What follows belongs to an exercise in optimizing a design on an open flow for small area; a production flow would make more cautious choices.
RTL that was checked went through simulation tests only; none was proved equivalent to the original.

Setup of lane 1:
Design fast, start of the top module:
module fast (
   input bit clk,
   input bit rst_n,
   input logic [391:0] in_data,
   output logic [12:0] out_pixel
);
For scale: ~530 cells after synthesis, roughly 12 flip-flops, about 410 I/O pins, about 7100 um2 of cells after synthesis.
export LEC_CHECK = 0
export CAP_MARGIN = 40
export CORE_MARGIN = 2
export CORE_UTILIZATION = 40
export CTS_BUF_LIST = sky130_fd_sc_hd__clkbuf_8
export GPL_TIMING_DRIVEN = 0
export SLEW_MARGIN = 40
export SYNTH_HIERARCHICAL = 1
export BUFFER_PORTS_ARGS = -buffer_cell sky130_fd_sc_hd__buf_1
export REMOVE_ABC_BUFFERS = 1
create_clock -name core_clock -period 12.0 [get_ports {clk}]
standard.sh (not shown) runs the stock make flow with config.mk's settings and CLKGATE_MAP_FILE= SYNTH_SCRIPT=/design/flow/synth_recipe.tcl, a recipe that flattens the netlist after the stock synthesis.
==> flow/flow/run.sh <==
#!/bin/bash
set -euo pipefail
cat >> config.mk <<'EOT'
export BUFFER_PORTS_ARGS = -buffer_cell sky130_fd_sc_hd__buf_1
export REMOVE_ABC_BUFFERS = 1
EOT
bash standard.sh > flow_make.log 2>&1
Per the final summary, lane 1 finished and its layout is clean on timing, DRC and antenna.
Changes in lane 2 relative to lane 1:
--- a/flow/design.v
+++ b/flow/design.v
@@ -695,19 +695,22 @@
 wire s688;
 wire c689;
 wire s690;
 wire s691;
 wire c692;
 wire s693;
 wire c694;
 wire s695;
-wire s696;
+wire c696;
 wire s697;
 wire s698;
+wire s699;
+wire s700;
+wire s701;
 assign nc0 = ~in_data[192];
 assign nc1 = ~in_data[193];
 assign nc2 = ~in_data[194];
 assign nc3 = ~in_data[195];
 assign nc4 = ~in_data[196];
 assign nc5 = ~in_data[197];
 assign nc6 = ~in_data[198];
 assign nc7 = ~in_data[199];
@@ -1132,29 +1135,31 @@
 ha_cell u_s668 (.a(s418), .b(s420), .s(s668), .co(c669));
 fa_cell u_s670 (.a(c669), .b(s456), .c(s458), .s(s670), .co(c671));
 fa_cell u_s672 (.a(s490), .b(c671), .c(s492), .s(s672), .co(c673));
 fa_cell u_s674 (.a(s522), .b(c673), .c(s524), .s(s674), .co(c675));
 fa_cell u_s676 (.a(s552), .b(s554), .c(c675), .s(s676), .co(c677));
 fa_cell u_s678 (.a(s582), .b(s584), .c(c677), .s(s678), .co(c679));
 fa_cell u_s680 (.a(s612), .b(s614), .c(c679), .s(s680), .co(c681));
 fa_cell u_s682 (.a(c615), .b(s644), .c(c681), .s(s682), .co(c683));
-fa_cell u_s684 (.a(c645), .b(s658), .c(c683), .s(s684), .co(c685));
-ha_cell u_s686 (.a(c659), .b(s664), .s(s686), .co(c687));
+ha_cell u_s684 (.a(c645), .b(s658), .s(s684), .co(c685));
+fa_cell u_s686 (.a(c659), .b(s664), .c(c685), .s(s686), .co(c687));
 fa_cell u_s688 (.a(c665), .b(s666), .c(c687), .s(s688), .co(c689));
 assign s690 = c667 ^ c689;
-assign s691 = ~(c659 ^ s664);
-assign c692 = c659 | s664;
-fa_cell u_s693 (.a(c665), .b(s666), .c(c692), .s(s693), .co(c694));
-assign s695 = c667 ^ c694;
-assign s696 = c685 ? s691 : s686;
-assign s697 = c685 ? s693 : s688;
-assign s698 = c685 ? s695 : s690;
+assign s691 = ~(c645 ^ s658);
+assign c692 = c645 | s658;
+fa_cell u_s693 (.a(c659), .b(s664), .c(c692), .s(s693), .co(c694));
+fa_cell u_s695 (.a(c665), .b(s666), .c(c694), .s(s695), .co(c696));
+assign s697 = c667 ^ c696;
+assign s698 = c683 ? s691 : s684;
+assign s699 = c683 ? s693 : s686;
+assign s700 = c683 ? s695 : s688;
+assign s701 = c683 ? s697 : s690;
 wire [15:0] B = {c398, c373, c348, c323, c298, c273, c248, c223, c198, c173, c148, c123, c98, c73, c48, c23};
-wire [11:0] S = {s698, s697, s696, s684, s682, s680, s678, s676, s674, s672, s670, s668};
+wire [11:0] S = {s701, s700, s699, s698, s682, s680, s678, s676, s674, s672, s670, s668};
 wire is_corner;
 corner_cell u_corner (.b(B), .y(is_corner));
 always_ff @(posedge clk) begin
    if (~rst_n) out_pixel <= '0;
    else        out_pixel <= is_corner ? {1'b0, S} : '0;
 end
 endmodule
 module fa_cell (input a, input b, input c, output s, output co);
Notes after the runs:
- Basic-gate share of the synthesized area counting and, or, nand and nor cells of lane 2 is on par with lane 1.
- In lane 2 the iteration-0 DRC count of the detailed router turned out about 40% higher than in lane 1.
- | path length in cells of the critical path | lane 2 vs lane 1 | 4.2% lower |
- Higher met1 track utilization from global routing was reported by lane 2, not lane 1.
- Summary of lane 2 over lane 1: sequential-to-total area share from yosys stat did not really move, wire length after detailed routing essentially unchanged, number of diodes increased by 4 relative to the old numbers, floorplan die area rose 0.38%, maximum clock frequency increased 0.00072 GHz.
- Diff lane 1 -> lane 2: synthesized cell count moved up, hold slack moved down.
No functional check of the RTL was part of lane 1.


## JK
fast, a different RTL version from the one above (not shown whole).
For scale: about 530 cells after synthesis, ~0.0070 sq mm of cells after synthesis.
## fast
module fast #(
   parameter PIXEL_DEPTH = 8,
   parameter KERNEL_SIZE = 7,
   parameter PPC = 1
) (
   input bit clk,
   input bit rst_n,
   input logic [391:0] in_data,
   output logic [12:0] out_pixel
);
wire nc0;
wire nc1;
wire nc2;
wire nc3;
wire nc4;
wire nc5;
wire nc6;
wire x7;
wire k8;
wire s9;
wire c10;
wire s11;
wire c12;
wire s13;
wire c14;
wire s15;
wire c16;
wire s17;
wire c18;
wire s19;
wire c20;
wire s21;
wire c22;
wire a23;
wire p24;
wire d25;
wire d26;
wire d27;
wire d28;
wire d29;
wire d30;
wire d31;
wire x32;
wire k33;
wire s34;
wire c35;
wire s36;
wire c37;
wire s38;
wire c39;
wire s40;
wire c41;
wire s42;
wire c43;
wire s44;
wire c45;
wire s46;
wire c47;
wire a48;
wire p49;
wire d50;
wire d51;
wire d52;
wire d53;
wire d54;
wire d55;
wire d56;
wire x57;
wire k58;
wire s59;
wire c60;
wire s61;
wire c62;
wire s63;
wire c64;
wire s65;
wire c66;
wire s67;
wire c68;
wire s69;
wire c70;
wire s71;
wire c72;
wire a73;
wire p74;
wire d75;
wire d76;
wire d77;
wire d78;
wire d79;
wire d80;
wire d81;
wire x82;
wire k83;
wire s84;
wire c85;
wire s86;
wire c87;
wire s88;
wire c89;
wire s90;
wire c91;
wire s92;
wire c93;
wire s94;
wire c95;
wire s96;
wire c97;
wire a98;
wire p99;
wire d100;
wire d101;
wire d102;
wire d103;
wire d104;
wire d105;
wire d106;
wire x107;
wire k108;
wire s109;
wire c110;
wire s111;
wire c112;
wire s113;
wire c114;
wire s115;
wire c116;
wire s117;
wire c118;
wire s119;
wire c120;
wire s121;
wire c122;
wire a123;
wire p124;
wire d125;
wire d126;
wire d127;
wire d128;
wire d129;
wire d130;
wire d131;
wire x132;
wire k133;
wire s134;
wire c135;
wire s136;
wire c137;
wire s138;
wire c139;
wire s140;
wire c141;
wire s142;
wire c143;
wire s144;
wire c145;
wire s146;
wire c147;
wire a148;
wire p149;
wire d150;
wire d151;
wire d152;
wire d153;
wire d154;
wire d155;
wire d156;
wire x157;
wire k158;
wire s159;
wire c160;
wire s161;
wire c162;
wire s163;
wire c164;
wire s165;
wire c166;
wire s167;
wire c168;
wire s169;
wire c170;
wire s171;
wire c172;
wire a173;
wire p174;
wire d175;
wire d176;
wire d177;
wire d178;
wire d179;
wire d180;
wire d181;
wire x182;
wire k183;
wire s184;
wire c185;
wire s186;
wire c187;
wire s188;
wire c189;
  ...
clock: 12.0 ns
lec_check: 0
cap_margin: 40
core_margin: 2
core_utilization: 40
cts_buf_list: sky130_fd_sc_hd__clkbuf_4
gpl_timing_driven: 0
slew_margin: 40
synth_hierarchical: 1
buffer_ports_args: -buffer_cell sky130_fd_sc_hd__buf_1
remove_abc_buffers: 1
==> flow/flow/run.sh <==
#!/bin/bash
set -euo pipefail
cat >> config.mk <<'EOT'
export BUFFER_PORTS_ARGS = -buffer_cell sky130_fd_sc_hd__buf_1
export REMOVE_ABC_BUFFERS = 1
EOT
RES=orfs/results/$FLOW_PLATFORM/fast/base
bash standard.sh synth > flow_synth.log 2>&1
cp $RES/1_2_yosys.v flow_synth_netlist.v
python3 flow/downsize.py $FLOW_HOME/platforms/$FLOW_PLATFORM/lib/sky130_fd_sc_hd__tt_025C_1v80.lib $RES/1_2_yosys.v > flow_downsize.log 2>&1
touch $RES/1_2_yosys.v
bash standard.sh > flow_make.log 2>&1
==> flow/flow/downsize.py <==
#!/usr/bin/env python3
"""Set every combinational cell of the synthesized netlist to the smallest
variant of its cell family (same function and pins, e.g. a21oi_2 -> a21oi_1).
The layout flow's own repair then upsizes only where timing, slew or load need
it. Flip-flops and don't-use cells are left alone. Usage: downsize.py LIB NETLIST"""
import re, sys

lib_path, net_path = sys.argv[1], sys.argv[2]
lib = open(lib_path).read()

area, pins, dontuse = {}, {}, set()
for m in re.finditer(r'cell \("(sky130_fd_sc_hd__\w+)"\)\s*\{', lib):
    name = m.group(1)
    end = lib.find('\n    cell (', m.end())
    blk = lib[m.end(): end if end > 0 else len(lib)]
    a = re.search(r'\barea\s*:\s*([\d.]+)', blk)
    if a:
        area[name] = float(a.group(1))
    pins[name] = tuple(sorted(re.findall(r'pin \("(\w+)"\)', blk)))
    if re.search(r'dont_use\s*:\s*true', blk):
        dontuse.add(name)

fam = {}
for name in area:
    m = re.match(r'(sky130_fd_sc_hd__\w+?)_(\d+)$', name)
    if m:
        fam.setdefault((m.group(1), pins[name]), []).append(name)

def smallest(cell):
    m = re.match(r'(sky130_fd_sc_hd__\w+?)_(\d+)$', cell)
    if not m or cell not in area:
        return cell
    base = m.group(1)
    if re.search(r'__(df|dl|sdf|edf|conb|clk|tap|fill|decap|diode)', cell):
        return cell
    cands = [c for c in fam.get((base, pins[cell]), []) if c not in dontuse]
    if not cands:
        return cell
    return min(cands, key=lambda c: (area[c], int(c.rsplit('_', 1)[1])))

net = open(net_path).read()
count = 0
def sub(m):
    global count
    new = smallest(m.group(1))
    if new != m.group(1):
        count += 1
    return new + m.group(2)
net = re.sub(r'\b(sky130_fd_sc_hd__\w+)(\s+\S+\s*\()', sub, net)
open(net_path, 'w').write(net)
print(f"downsize.py: {count} cells set to their smallest variant")
The inputs of MS differ from those of JK as listed below.
--- a/flow/design.v
+++ b/flow/design.v
@@ -1,17 +1,13 @@
-module fast #(
-   parameter PIXEL_DEPTH = 8,
-   parameter KERNEL_SIZE = 7,
-   parameter PPC = 1
-) (
+module fast (
    input bit clk,
    input bit rst_n,
    input logic [391:0] in_data,
    output logic [12:0] out_pixel
 );
 wire nc0;
 wire nc1;
 wire nc2;
 wire nc3;
 wire nc4;
 wire nc5;
 wire nc6;
@@ -694,27 +690,30 @@
 wire s683;
 wire c684;
 wire s685;
 wire c686;
 wire s687;
 wire c688;
 wire s689;
 wire s690;
 wire c691;
 wire s692;
 wire c693;
 wire s694;
-wire s695;
+wire c695;
 wire s696;
 wire s697;
+wire s698;
+wire s699;
+wire s700;
 assign nc0 = ~in_data[193];
 assign nc1 = ~in_data[194];
 assign nc2 = ~in_data[195];
 assign nc3 = ~in_data[196];
 assign nc4 = ~in_data[197];
 assign nc5 = ~in_data[198];
 assign nc6 = ~in_data[199];
 assign x7 = in_data[192] ^ in_data[24];
 nand_cell u_k8 (.a(x7), .b(in_data[192]), .y(k8));
 fa_cell u_s9 (.a(nc0), .b(in_data[25]), .c(k8), .s(s9), .co(c10));
 fa_cell u_s11 (.a(nc1), .b(in_data[26]), .c(c10), .s(s11), .co(c12));
 fa_cell u_s13 (.a(nc2), .b(in_data[27]), .c(c12), .s(s13), .co(c14));
@@ -1130,37 +1129,39 @@
 fa_cell u_s659 (.a(c646), .b(c648), .c(c650), .s(s659), .co(c660));
 fa_cell u_s661 (.a(c652), .b(s659), .c(c654), .s(s661), .co(c662));
 ha_cell u_s663 (.a(c656), .b(s661), .s(s663), .co(c664));
 ha_cell u_s665 (.a(c660), .b(c662), .s(s665), .co(c666));
 ha_cell u_s667 (.a(s417), .b(s419), .s(s667), .co(c668));
 fa_cell u_s669 (.a(c668), .b(s455), .c(s457), .s(s669), .co(c670));
 fa_cell u_s671 (.a(s489), .b(c670), .c(s491), .s(s671), .co(c672));
 fa_cell u_s673 (.a(s521), .b(c672), .c(s523), .s(s673), .co(c674));
 fa_cell u_s675 (.a(s551), .b(s553), .c(c674), .s(s675), .co(c676));
 fa_cell u_s677 (.a(s581), .b(s583), .c(c676), .s(s677), .co(c678));
 fa_cell u_s679 (.a(s611), .b(s613), .c(c678), .s(s679), .co(c680));
 fa_cell u_s681 (.a(c614), .b(s643), .c(c680), .s(s681), .co(c682));
-fa_cell u_s683 (.a(c644), .b(s657), .c(c682), .s(s683), .co(c684));
-ha_cell u_s685 (.a(c658), .b(s663), .s(s685), .co(c686));
+ha_cell u_s683 (.a(c644), .b(s657), .s(s683), .co(c684));
+fa_cell u_s685 (.a(c658), .b(s663), .c(c684), .s(s685), .co(c686));
 fa_cell u_s687 (.a(c664), .b(s665), .c(c686), .s(s687), .co(c688));
 assign s689 = c666 ^ c688;
-assign s690 = ~(c658 ^ s663);
-assign c691 = c658 | s663;
-fa_cell u_s692 (.a(c664), .b(s665), .c(c691), .s(s692), .co(c693));
-assign s694 = c666 ^ c693;
-assign s695 = c684 ? s690 : s685;
-assign s696 = c684 ? s692 : s687;
-assign s697 = c684 ? s694 : s689;
+assign s690 = ~(c644 ^ s657);
+assign c691 = c644 | s657;
+fa_cell u_s692 (.a(c658), .b(s663), .c(c691), .s(s692), .co(c693));
+fa_cell u_s694 (.a(c664), .b(s665), .c(c693), .s(s694), .co(c695));
+assign s696 = c666 ^ c695;
+assign s697 = c682 ? s690 : s683;
+assign s698 = c682 ? s692 : s685;
+assign s699 = c682 ? s694 : s687;
+assign s700 = c682 ? s696 : s689;
 wire [15:0] B = {c397, c372, c347, c322, c297, c272, c247, c222, c197, c172, c147, c122, c97, c72, c47, c22};
-wire [11:0] S = {s697, s696, s695, s683, s681, s679, s677, s675, s673, s671, s669, s667};
+wire [11:0] S = {s700, s699, s698, s697, s681, s679, s677, s675, s673, s671, s669, s667};
 wire is_corner;
 corner_cell u_corner (.b(B), .y(is_corner));
 always_ff @(posedge clk) begin
    if (~rst_n) out_pixel <= '0;
    else        out_pixel <= is_corner ? {1'b0, S} : '0;
 end
 endmodule
 module fa_cell (input a, input b, input c, output s, output co);
 assign {co, s} = {1'b0, a} + {1'b0, b} + {1'b0, c};
 endmodule
 module ha_cell (input a, input b, output s, output co);
 assign {co, s} = {1'b0, a} + {1'b0, b};
==> run notes <==
Going from JK to MS, the worst hold slack was found to have gone up by 0.066 ns.
Compared with JK, MS shows a higher multi-input combinational gate total.
MS vs JK: final wirelength up
The detailed-route wire length per cell on MS is in line with that on JK.

## what the ideal ports hide
No port has a modelled driver above. Below, the same layouts with a new extraction and two added sets of constraints. Step 1 sets driving cells, clkbuf_16 on the clock port and buf_2 on the other inputs (assumed; they add their load-dependent delay and slew). Step 2 also shifts input and output timing later by t, the mid clock arrival at the registers, as if the neighbouring blocks saw the same clock. Three values: ideal, step 1, step 2; two values: the first two.
run | shift t [ns] | setup slack, ns | hold WS [ns] | worst setup path after step 2 | worst slew at a driven data input, ns
lane 1 | 0.297 | 0.367 / 0.377 / 0.080 | 2.714 / 2.703 / 2.813 | input to register | 0.05
lane 2 | 0.262 | 0.463 / 0.461 / 0.199 | 2.582 / 2.589 / 2.814 | input to register | 0.09
JK | 0.355 | 0.356 / 0.371 / 0.016 | 2.566 / 2.550 / 2.809 | input to register | 0.05
MS | 0.339 | 0.565 / 0.577 / 0.238 | 2.632 / 2.624 / 2.819 | input to register | 0.05
After both steps setup and hold are still met in every run listed. For JK, which loses most, drivers alone change the setup slack by +0.015 ns; drivers and shift together by -0.340 ns.
